What follows belongs to an exercise in optimizing a design on an open flow for small area; a production flow would make more cautious choices.
Function was checked by simulation only, so behaviour that the tests miss may differ from the original.
Power is estimated from default activity; no workload was simulated.

// router_top
module router_top(
    input clk,resetn,
    input read_en_0,read_en_1,read_en_2,
    input pkt_valid,
    input [7:0]data_in,
    output [7:0]data_out_0,data_out_1,data_out_2,
    output valid_out_0,valid_out_1,valid_out_2,
    output err,busy
    );
Size: roughly 43 I/O pins, about 19,000 µm² of cells after synthesis.
Settings: LEC_CHECK=0, CAP_MARGIN=20, CORE_MARGIN=2, CORE_UTILIZATION=70, PLACE_DENSITY=0.8, SLEW_MARGIN=20; clock period 5.0 ns.
standard.sh (not shown) runs the stock make flow with config.mk's settings and CLKGATE_MAP_FILE= SYNTH_SCRIPT=/design/flow/synth_recipe.tcl, a recipe that flattens the netlist after the stock synthesis.
==> flow/flow/run.sh <==
#!/bin/bash
# The standard layout (standard.sh), with these changes:
#  - synthesis: the standard flow's script, but ABC maps with flow/abc_area.script
#    (six rounds of choice computation, area-recovering &nf mapping and mfs3) and without weak NOR3/NOR4 cells; everything before and after ABC, and so every
#    register, is as in the standard synthesis;
#  - clock tree: clkbuf_8 leaf buffers in clusters of up to 18 flip-flops,
#    without dummy loads;
#  - floorplan: ABC's buffers removed instead of a timing repair on the
#    unplaced, unbuffered netlist (REMOVE_ABC_BUFFERS);
#  - before global placement, weak NOR2 drivers of eight or more pins are
#    upsized (flow/pre_gp.tcl) rather than left for the placer to buffer;
#  - port buffers: buf_1.
set -euo pipefail
HERE=$(pwd)
# weak NOR3/NOR4 cells, kept out of ABC's mapping only: as drivers of the
# read-select lines they make the placer add a buffer to each line
ABC_DONT_USE="sky130_fd_sc_hd__nor3_1 sky130_fd_sc_hd__nor3b_1 sky130_fd_sc_hd__nor4_1 sky130_fd_sc_hd__nor4b_1 sky130_fd_sc_hd__nor4bb_1"
sed "s#source \$::env(SCRIPTS_DIR)/synth_preamble.tcl#source \$::env(SCRIPTS_DIR)/synth_preamble.tcl\nset abc_args [lreplace \$abc_args 1 1 $HERE/flow/abc_area.script]\nforeach c {$ABC_DONT_USE} { lappend abc_args -dont_use \$c }#" \
  "$FLOW_HOME/scripts/synth.tcl" > synth_abc.tcl
sed "s#source \$::env(SCRIPTS_DIR)/synth.tcl#source $HERE/synth_abc.tcl#" synth_recipe.tcl > synth_recipe_abc.tcl
sed "s#SYNTH_SCRIPT=[^ ]*#SYNTH_SCRIPT=$HERE/synth_recipe_abc.tcl#" standard.sh > standard_abc.sh
export CTS_ARGS="-sink_clustering_enable -repair_clock_nets -dont_use_dummy_load -sink_clustering_size 18 -sink_clustering_max_diameter 55 -buf_list sky130_fd_sc_hd__clkbuf_8"
export REMOVE_ABC_BUFFERS=1
export PRE_GLOBAL_PLACE_TCL=$HERE/flow/pre_gp.tcl
export BUFFER_PORTS_ARGS="-buffer_cell sky130_fd_sc_hd__buf_1"
bash standard_abc.sh > standard.log 2>&1
==> flow/flow/pre_gp.tcl <==
# Before global placement: a weak NOR2 driving eight or more pins (the FIFO
# read-select lines) is replaced by its 2x version, so that the placer's
# repair does not put a buffer after it.
set n_up 0
foreach inst [[ord::get_db_block] getInsts] {
  set master [[$inst getMaster] getName]
  if { ![regexp {^sky130_fd_sc_hd__(nor2|nor2b)_1$} $master -> base] } {
    continue
  }
  foreach iterm [$inst getITerms] {
    if { [$iterm isOutputSignal] } {
      set net [$iterm getNet]
      if { $net != "NULL" && [llength [$net getITerms]] - 1 >= 8 } {
        replace_cell [$inst getName] sky130_fd_sc_hd__${base}_2
        incr n_up
      }
    }
  }
}
puts "pre_gp.tcl: upsized $n_up NOR2 drivers"
Other scripts of this flow, unchanged in this note and not shown: flow/flow/abc_area.script
The starting point finished clean.
Next try:
--- a/flow/flow/run.sh
+++ b/flow/flow/run.sh
@@ -5,3 +5,3 @@
 #    register, is as in the standard synthesis;
-#  - clock tree: clkbuf_8 leaf buffers in clusters of up to 18 flip-flops,
+#  - clock tree: clkbuf_8 leaf buffers in clusters of up to 16 flip-flops,
 #    without dummy loads;
@@ -9,4 +9,2 @@
 #    unplaced, unbuffered netlist (REMOVE_ABC_BUFFERS);
-#  - before global placement, weak NOR2 drivers of eight or more pins are
-#    upsized (flow/pre_gp.tcl) rather than left for the placer to buffer;
 #  - port buffers: buf_1.
@@ -21,5 +19,4 @@
 sed "s#SYNTH_SCRIPT=[^ ]*#SYNTH_SCRIPT=$HERE/synth_recipe_abc.tcl#" standard.sh > standard_abc.sh
-export CTS_ARGS="-sink_clustering_enable -repair_clock_nets -dont_use_dummy_load -sink_clustering_size 18 -sink_clustering_max_diameter 55 -buf_list sky130_fd_sc_hd__clkbuf_8"
+export CTS_ARGS="-sink_clustering_enable -repair_clock_nets -dont_use_dummy_load -sink_clustering_size 16 -sink_clustering_max_diameter 60 -buf_list sky130_fd_sc_hd__clkbuf_8"
 export REMOVE_ABC_BUFFERS=1
-export PRE_GLOBAL_PLACE_TCL=$HERE/flow/pre_gp.tcl
 export BUFFER_PORTS_ARGS="-buffer_cell sky130_fd_sc_hd__buf_1"
Settings changed: PLACE_DENSITY 0.8 to 0.9.
removed: flow/flow/pre_gp.tcl
Effect: The new run went through all stages and came out clean. Total power increases slightly. Die area does not change. Count of clock-buffer cells in the layout rose by 2. Design area increases slightly. Via count rose by a few percent.
Next try:
Settings changed: CORE_UTILIZATION 70 to 78, PLACE_DENSITY 0.9 to 0.86.
Non-clock buffer count decreases by 3.
Clock-buffer cell count rises by 1.
Routed wire length is higher by 1.7%.
First-iteration DRC count went up by 6.2%.
Final area is about the same.
Die area goes down by about 10%.
Global-route usage grows by 4.3 points.
Utilization went up by 8.7 points.
Register-to-register slack degrades by 130 ps.
Next try:
--- a/flow/flow/run.sh
+++ b/flow/flow/run.sh
@@ -5,3 +5,3 @@
 #    register, is as in the standard synthesis;
-#  - clock tree: clkbuf_8 leaf buffers in clusters of up to 16 flip-flops,
+#  - clock tree: clkbuf_4 leaf buffers in clusters of up to 10 flip-flops (clkbuf_8 root),
 #    without dummy loads;
@@ -9,2 +9,4 @@
 #    unplaced, unbuffered netlist (REMOVE_ABC_BUFFERS);
+#  - before global placement, weak NOR2 drivers of eight or more pins are
+#    upsized (flow/pre_gp.tcl) rather than left for the placer to buffer;
 #  - port buffers: buf_1.
@@ -19,4 +21,5 @@
 sed "s#SYNTH_SCRIPT=[^ ]*#SYNTH_SCRIPT=$HERE/synth_recipe_abc.tcl#" standard.sh > standard_abc.sh
-export CTS_ARGS="-sink_clustering_enable -repair_clock_nets -dont_use_dummy_load -sink_clustering_size 16 -sink_clustering_max_diameter 60 -buf_list sky130_fd_sc_hd__clkbuf_8"
+export CTS_ARGS="-sink_clustering_enable -repair_clock_nets -dont_use_dummy_load -sink_clustering_size 10 -sink_clustering_max_diameter 35 -buf_list \"sky130_fd_sc_hd__clkbuf_4 sky130_fd_sc_hd__clkbuf_8\" -root_buf sky130_fd_sc_hd__clkbuf_8 -sink_clustering_buffer sky130_fd_sc_hd__clkbuf_4"
 export REMOVE_ABC_BUFFERS=1
+export PRE_GLOBAL_PLACE_TCL=$HERE/flow/pre_gp.tcl
 export BUFFER_PORTS_ARGS="-buffer_cell sky130_fd_sc_hd__buf_1"
==> flow/flow/pre_gp.tcl (new file) <==
# Before global placement: a weak NOR2 driving eight or more pins (the FIFO
# read-select lines) is replaced by its 2x version, so that the placer's
# repair does not put a buffer after it.
set n_up 0
foreach inst [[ord::get_db_block] getInsts] {
  set master [[$inst getMaster] getName]
  if { ![regexp {^sky130_fd_sc_hd__(nor2|nor2b)_1$} $master -> base] } {
    continue
  }
  foreach iterm [$inst getITerms] {
    if { [$iterm isOutputSignal] } {
      set net [$iterm getNet]
      if { $net != "NULL" && [llength [$net getITerms]] - 1 >= 8 } {
        replace_cell [$inst getName] sky130_fd_sc_hd__${base}_2
        incr n_up
      }
    }
  }
}
puts "pre_gp.tcl: upsized $n_up NOR2 drivers"
Settings changed: CORE_UTILIZATION 78 to 70, PLACE_DENSITY 0.86 to 0.8.
Count of clock-buffer cells in the layout came out higher by 34.
Worst setup slack gets better by 66 ps.
Synthesized cell count is unchanged.
Final area came out lower by 0.58%.
Wire length came out lower by 3.9%.
Final cell count came out higher by 0.60%.
Utilization came out lower by 9.1 points.
Total power came out higher by 0.54%.
Synthesized area stays the same.
Critical path depth does not change.
Worst hold slack gets better by 3.8 ps.
Next try:
--- a/flow/flow/run.sh
+++ b/flow/flow/run.sh
@@ -5,3 +5,3 @@
 #    register, is as in the standard synthesis;
-#  - clock tree: clkbuf_4 leaf buffers in clusters of up to 10 flip-flops (clkbuf_8 root),
+#  - clock tree: clkbuf_8 leaf buffers in clusters of up to 16 flip-flops,
 #    without dummy loads;
@@ -9,4 +9,2 @@
 #    unplaced, unbuffered netlist (REMOVE_ABC_BUFFERS);
-#  - before global placement, weak NOR2 drivers of eight or more pins are
-#    upsized (flow/pre_gp.tcl) rather than left for the placer to buffer;
 #  - port buffers: buf_1.
@@ -21,5 +19,4 @@
 sed "s#SYNTH_SCRIPT=[^ ]*#SYNTH_SCRIPT=$HERE/synth_recipe_abc.tcl#" standard.sh > standard_abc.sh
-export CTS_ARGS="-sink_clustering_enable -repair_clock_nets -dont_use_dummy_load -sink_clustering_size 10 -sink_clustering_max_diameter 35 -buf_list \"sky130_fd_sc_hd__clkbuf_4 sky130_fd_sc_hd__clkbuf_8\" -root_buf sky130_fd_sc_hd__clkbuf_8 -sink_clustering_buffer sky130_fd_sc_hd__clkbuf_4"
+export CTS_ARGS="-sink_clustering_enable -repair_clock_nets -dont_use_dummy_load -sink_clustering_size 16 -sink_clustering_max_diameter 60 -buf_list sky130_fd_sc_hd__clkbuf_8"
 export REMOVE_ABC_BUFFERS=1
-export PRE_GLOBAL_PLACE_TCL=$HERE/flow/pre_gp.tcl
 export BUFFER_PORTS_ARGS="-buffer_cell sky130_fd_sc_hd__buf_1"
removed: flow/flow/pre_gp.tcl
Clock-buffer cell count fell by 34.
Via count stays flat.
Wire length barely changes.
Worst hold slack gains 7.8 ps.
Next try:
--- a/flow/flow/run.sh
+++ b/flow/flow/run.sh
@@ -9,2 +9,4 @@
 #    unplaced, unbuffered netlist (REMOVE_ABC_BUFFERS);
+#  - after global routing, gates off the critical paths are downsized
+#    (RECOVER_POWER=100);
 #  - port buffers: buf_1.
@@ -21,2 +23,3 @@
 export REMOVE_ABC_BUFFERS=1
+export RECOVER_POWER=100
 export BUFFER_PORTS_ARGS="-buffer_cell sky130_fd_sc_hd__buf_1"
Effect: Now the flow completed and failed the layout checks on max-capacitance violations, max-slew violations. Final cell count does not change. Die area does not change. Area after synthesis stays the same. Sequential cell count stays the same. Power is about the same. Non-clock buffer count does not change. Global-route usage stays the same. Core utilization shrinks by 0.20 points.

---

Setup of run 1:
Another version of the RTL of router_top (not shown whole).
Size: ~1200 cells after synthesis, about 550 flip-flops, ~22000 sq um of cells after synthesis.
export LEC_CHECK = 0
export CAP_MARGIN = 20
export CORE_MARGIN = 2
export CORE_UTILIZATION = 40
export CTS_BUF_LIST = sky130_fd_sc_hd__clkbuf_4
export SLEW_MARGIN = 20
create_clock -name core_clock -period 5.0 [get_ports {clk}]
run.sh (not shown) runs the stock make flow with config.mk's settings and CLKGATE_MAP_FILE= SYNTH_SCRIPT=/design/flow/synth_recipe.tcl, a recipe that flattens the netlist after the stock synthesis.
Stock flow here: none of the scripts above is used.
The following lists how run 2 was set up differently from run 1:
==> flow/flow/run.sh (new file) <==
#!/bin/bash
# The standard layout (standard.sh), with these changes:
#  - synthesis: the standard flow's script, but ABC maps with flow/abc_area.script
#    (area recovery in &nf); everything before and after ABC, and so every
#    register, is as in the standard synthesis;
#  - clock tree: clkbuf_16 leaf buffers in clusters of up to 25 flip-flops,
#    without dummy loads;
#  - port buffers: buf_1.
set -euo pipefail
HERE=$(pwd)
sed "s#source \$::env(SCRIPTS_DIR)/synth_preamble.tcl#source \$::env(SCRIPTS_DIR)/synth_preamble.tcl\nset abc_args [lreplace \$abc_args 1 1 $HERE/flow/abc_area.script]#" \
  "$FLOW_HOME/scripts/synth.tcl" > synth_abc.tcl
sed "s#source \$::env(SCRIPTS_DIR)/synth.tcl#source $HERE/synth_abc.tcl#" synth_recipe.tcl > synth_recipe_abc.tcl
sed "s#SYNTH_SCRIPT=[^ ]*#SYNTH_SCRIPT=$HERE/synth_recipe_abc.tcl#" standard.sh > standard_abc.sh
export CTS_ARGS="-sink_clustering_enable -repair_clock_nets -dont_use_dummy_load -sink_clustering_size 32 -sink_clustering_max_diameter 70 -buf_list sky130_fd_sc_hd__clkbuf_16"
export BUFFER_PORTS_ARGS="-buffer_cell sky130_fd_sc_hd__buf_1"
bash standard_abc.sh > standard.log 2>&1
==> flow/flow/abc_area.script (new file) <==
&get -n
&st
&dch
&nf -R 1000
&st
&syn2
&if -g -K 6
&synch2
&nf -R 1000
&st
&syn2
&if -g -K 6
&synch2
&nf -R 1000
&put
==> flow/standard.sh (new file) <==
#!/bin/bash
# synth_recipe.tcl (not shown) runs the flow's synth.tcl, then flattens the netlist and writes it again
# the make line also repeats each setting of config.mk as NAME=value (left out here)
make -C /OpenROAD-flow-scripts/flow DESIGN_CONFIG=/design/flow/config.mk WORK_HOME=/design/flow/orfs CLKGATE_MAP_FILE= SYNTH_SCRIPT=/design/flow/synth_recipe.tcl "${@:-finish}"
-- flow/config.mk --
<<< run 1, line 8
export CAP_MARGIN = 20
export CORE_MARGIN = 2
export CORE_UTILIZATION = 40
export CTS_BUF_LIST = sky130_fd_sc_hd__clkbuf_4
export SLEW_MARGIN = 20
>>> run 2, line 8
export CAP_MARGIN = 20
export CORE_MARGIN = 2
export CORE_UTILIZATION = 65
export PLACE_DENSITY = 0.75
export SLEW_MARGIN = 20
removed: flow/run.sh
[summary]
- Run 2: no failed stages, no open violations at the end
- Flip-flop and latch share of the layout cell area, run 1 and run 2: lower on run 1
- Relative to run 1, the met1 layer wirelength in the final routing of run 2 is lower by 9.7%.
- Comparing layout overhead on the synthesized area for run 1 and run 2, the smaller number came from run 2.
- | area after synthesis | run 2 vs run 1 | 670 sq um lower |
- Max final critical-path share of the clock period across run 1 and run 2: run 1
- Area fraction in compound gates after synthesis | run 2 below run 1
- Run 2 leaves more setup margin than run 1.
- The global-route usage number comes out higher for run 2 vs run 1.
- Multi-input gate count (run 2 over run 1): decrease, about 1.1%
Input changes introduced in run 3 (baseline for comparison: run 2):
==> flow/flow/run.sh <==
#!/bin/bash
# Standard ORFS layout, with two changes:
#  - clock tree: clkbuf_16 leaf buffers in clusters of up to 25 flip-flops,
#    and no dummy loads;
#  - port buffers: buf_1 instead of the default choice.
set -o pipefail
cp standard.sh standard_sh.txt
export CTS_ARGS="-sink_clustering_enable -repair_clock_nets -dont_use_dummy_load -sink_clustering_size 25 -sink_clustering_max_diameter 100 -buf_list sky130_fd_sc_hd__clkbuf_16"
export BUFFER_PORTS_ARGS="-buffer_cell sky130_fd_sc_hd__buf_1"
bash standard.sh > standard.log 2>&1
-- flow/config.mk --
<<< run 2, line 8
export CAP_MARGIN = 20
export CORE_MARGIN = 2
export CORE_UTILIZATION = 65
export PLACE_DENSITY = 0.75
export SLEW_MARGIN = 20
>>> run 3, line 8
export CAP_MARGIN = 20
export CORE_MARGIN = 2
export CORE_UTILIZATION = 40
export SLEW_MARGIN = 20
removed: flow/flow/abc_area.script
Notes after the runs:
In summary, run 3 completed successfully, with a layout that passed the timing, design-rule and antenna checks. In the flow results for run 2 and run 3, the number of CTS-inserted buffers is larger on run 2. Compared with run 2, in run 3 total die area saw an increase, global-route wire length before repair saw an increase, proportion of cell area spent on the clock network saw a decrease, count of fill cells added during filler insertion saw an increase, part of the cycle the worst path needs saw a decrease. Diff run 2 -> run 3 | count of buffer and inverter cells on the critical path | increase of 1. Taking run 2 as the reference point, the number of non-clock buffers of run 3 rises by 8. Run 3 ends up with a clock tree buffer count of the final layout that is about 7% lower than in run 2.
## Diff of input files: run 4 against run 3
==> flow/run.sh (new file) <==
#!/bin/bash
# synth_recipe.tcl (not shown) runs the flow's synth.tcl, then flattens the netlist and writes it again
# the make line also repeats each setting of config.mk as NAME=value (left out here)
make -C /OpenROAD-flow-scripts/flow DESIGN_CONFIG=/design/flow/config.mk WORK_HOME=/design/flow/orfs CLKGATE_MAP_FILE= SYNTH_SCRIPT=/design/flow/synth_recipe.tcl finish
-- flow/config.mk --
<<< run 3, line 8
export CAP_MARGIN = 20
export CORE_MARGIN = 2
export CORE_UTILIZATION = 40
export SLEW_MARGIN = 20
>>> run 4, line 8
export CAP_MARGIN = 20
export CORE_MARGIN = 2
export CORE_UTILIZATION = 65
export CTS_BUF_LIST = sky130_fd_sc_hd__clkbuf_16
export CTS_CLUSTER_DIAMETER = 100
export CTS_CLUSTER_SIZE = 25
export PLACE_DENSITY = 0.75
export SLEW_MARGIN = 20
removed: flow/flow/run.sh
removed: flow/standard.sh
### Flow results
- Run 4: PASS, flow complete, no timing, DRC or antenna violations
- The lower wire length of run 4 and run 3 is in run 4.
- Max non-clock buffer contribution to total cell area across run 4 and run 3: run 4
- Delta (run 4 minus run 3): area enclosed by the die boundary lower; time the worst path needs with I/O delays and setup +6.7 ps.
- Summary — layout cell share with drive strength beyond 1, run 4 relative to run 3: lower, by 0.45 points.
- Overall power: run 3 vs run 4, no meaningful difference
- On power dissipated in sequential cells, run 4 and run 3 are neck and neck.
- Top-level I/O count: run 3 vs run 4 identical
Edits applied to the flow inputs when going from run 4 to run 5:
==> flow/config.mk <==
export PLATFORM = sky130hd
export DESIGN_NAME = router_top
export DESIGN_NICKNAME = router_top
export VERILOG_FILES = /design/flow/design.v
export SDC_FILE = /design/flow/constraint.sdc
export NUM_CORES = 4
export LEC_CHECK = 0
export CAP_MARGIN = 20
export CORE_MARGIN = 2
export CORE_UTILIZATION = 40
export CTS_BUF_LIST = sky130_fd_sc_hd__clkbuf_8
export CTS_CLUSTER_SIZE = 24
export SLEW_MARGIN = 20
Placeable core region deteriorates in run 5 relative to run 4.
Where total power is concerned, run 4 is better than run 5.
Run 5 ends up with lower core utilization than run 4 does.
Relative to run 4, register-to-register setup slack has gone up in run 5.
When run 5 is set beside run 4, its placer's final routability congestion estimate turns out to be about 6% smaller.
Looking at worst slew margin relative to its limit across both flows, run 5 is the stronger of the two, with run 4 trailing.
The inputs of run 6 differ from those of run 5 as listed below.
==> flow/flow/run.sh (new file) <==
#!/bin/bash
# The standard layout (standard.sh), with these changes:
#  - synthesis: the standard flow's script, but ABC maps with flow/abc_area.script
#    (area recovery in &nf); everything before and after ABC, and so every
#    register, is as in the standard synthesis;
#  - clock tree: clkbuf_16 leaf buffers in clusters of up to 25 flip-flops,
#    without dummy loads;
#  - port buffers: buf_1.
set -euo pipefail
HERE=$(pwd)
sed "s#source \$::env(SCRIPTS_DIR)/synth_preamble.tcl#source \$::env(SCRIPTS_DIR)/synth_preamble.tcl\nset abc_args [lreplace \$abc_args 1 1 $HERE/flow/abc_area.script]#" \
  "$FLOW_HOME/scripts/synth.tcl" > synth_abc.tcl
sed "s#source \$::env(SCRIPTS_DIR)/synth.tcl#source $HERE/synth_abc.tcl#" synth_recipe.tcl > synth_recipe_abc.tcl
sed "s#SYNTH_SCRIPT=[^ ]*#SYNTH_SCRIPT=$HERE/synth_recipe_abc.tcl#" standard.sh > standard_abc.sh
export CTS_ARGS="-sink_clustering_enable -repair_clock_nets -dont_use_dummy_load -sink_clustering_size 16 -sink_clustering_max_diameter 60 -buf_list sky130_fd_sc_hd__clkbuf_8"
export BUFFER_PORTS_ARGS="-buffer_cell sky130_fd_sc_hd__buf_1"
bash standard_abc.sh > standard.log 2>&1
==> flow/flow/abc_area.script (new file) <==
&get -n
&st
&dch
&nf -R 1000
&st
&syn2
&if -g -K 6
&synch2
&nf -R 1000
&st
&syn2
&if -g -K 6
&synch2
&nf -R 1000
&put
==> flow/standard.sh (new file) <==
#!/bin/bash
# synth_recipe.tcl (not shown) runs the flow's synth.tcl, then flattens the netlist and writes it again
# the make line also repeats each setting of config.mk as NAME=value (left out here)
make -C /OpenROAD-flow-scripts/flow DESIGN_CONFIG=/design/flow/config.mk WORK_HOME=/design/flow/orfs CLKGATE_MAP_FILE= SYNTH_SCRIPT=/design/flow/synth_recipe.tcl "${@:-finish}"
==> flow/config.mk <==
export PLATFORM = sky130hd
export DESIGN_NAME = router_top
export DESIGN_NICKNAME = router_top
export VERILOG_FILES = /design/flow/design.v
export SDC_FILE = /design/flow/constraint.sdc
export NUM_CORES = 4
export LEC_CHECK = 0
export CAP_MARGIN = 0
export CORE_MARGIN = 2
export CORE_UTILIZATION = 80
export PLACE_DENSITY = 0.88
export SLEW_MARGIN = 0
removed: flow/run.sh
==> comparison <==
In run 6 relative to run 5, global-route wire length before repair had gone down slightly. Run 6 vs run 5, launching instance or port of the critical path: fifo_1.occ[0] vs read_en_2. Between run 5 and run 6, register-to-register setup slack decreased. Changes observed in run 6 relative to run 5: xor and xnor area share after synthesis comparable, routed wire length now larger, placed cell count now smaller, setup slack now smaller.

==> what the ideal ports hide <==
The flow's constraints put no driver on any port. The routed layouts listed below were extracted and timed again, unchanged, in two steps. Step 1 sets driving cells, clkbuf_16 on the clock port and buf_2 on the other inputs (assumed; they add their load-dependent delay and slew). Step 2, shift: input delay + t, output delay - t, t = (earliest + latest rising clock arrival at the registers) / 2. This alone moves slack from input paths to output paths. Slacks: no drivers / after step 1 / after step 2; pairs: no drivers / after step 1.
run	t, ns	slack for setup (ns)	hold WS [ns]	latest minus earliest clock arrival (ns)
the first run of note 1	0.601	1.448 / 1.448 / 1.448	0.481 / 0.481 / 0.481	0.040 / 0.040
the second run of note 1	0.617	1.558 / 1.558 / 1.558	0.479 / 0.479 / 0.479	0.052 / 0.051
the third run of note 1	0.603	1.427 / 1.427 / 1.427	0.461 / 0.461 / 0.461	0.053 / 0.053
the fourth run of note 1	0.617	1.493 / 1.493 / 1.491	0.465 / 0.465 / 0.465	0.070 / 0.069
the fifth run of note 1	0.602	1.692 / 1.692 / 1.692	0.473 / 0.473 / 0.473	0.040 / 0.040
the sixth run of note 1	0.602	1.158 / 1.158 / 1.108	0.466 / 0.466 / 0.466	0.040 / 0.040
run 1	0.948	1.666 / 1.618 / 1.231	0.403 / 0.403 / 0.403	0.052 / 0.053
run 2	0.619	1.772 / 1.772 / 1.650	0.409 / 0.409 / 0.409	0.050 / 0.051
run 3	0.621	1.786 / 1.786 / 1.578	0.410 / 0.410 / 0.410	0.039 / 0.039
run 4	0.601	1.779 / 1.779 / 1.336	0.416 / 0.416 / 0.416	0.019 / 0.019
run 5	0.680	1.842 / 1.860 / 1.186	0.405 / 0.405 / 0.405	0.027 / 0.027
run 6	0.607	1.783 / 1.783 / 1.783	0.404 / 0.404 / 0.404	0.046 / 0.045
For run 5, which loses most, drivers alone change the setup slack by +0.018 ns; drivers and shift together by -0.656 ns.
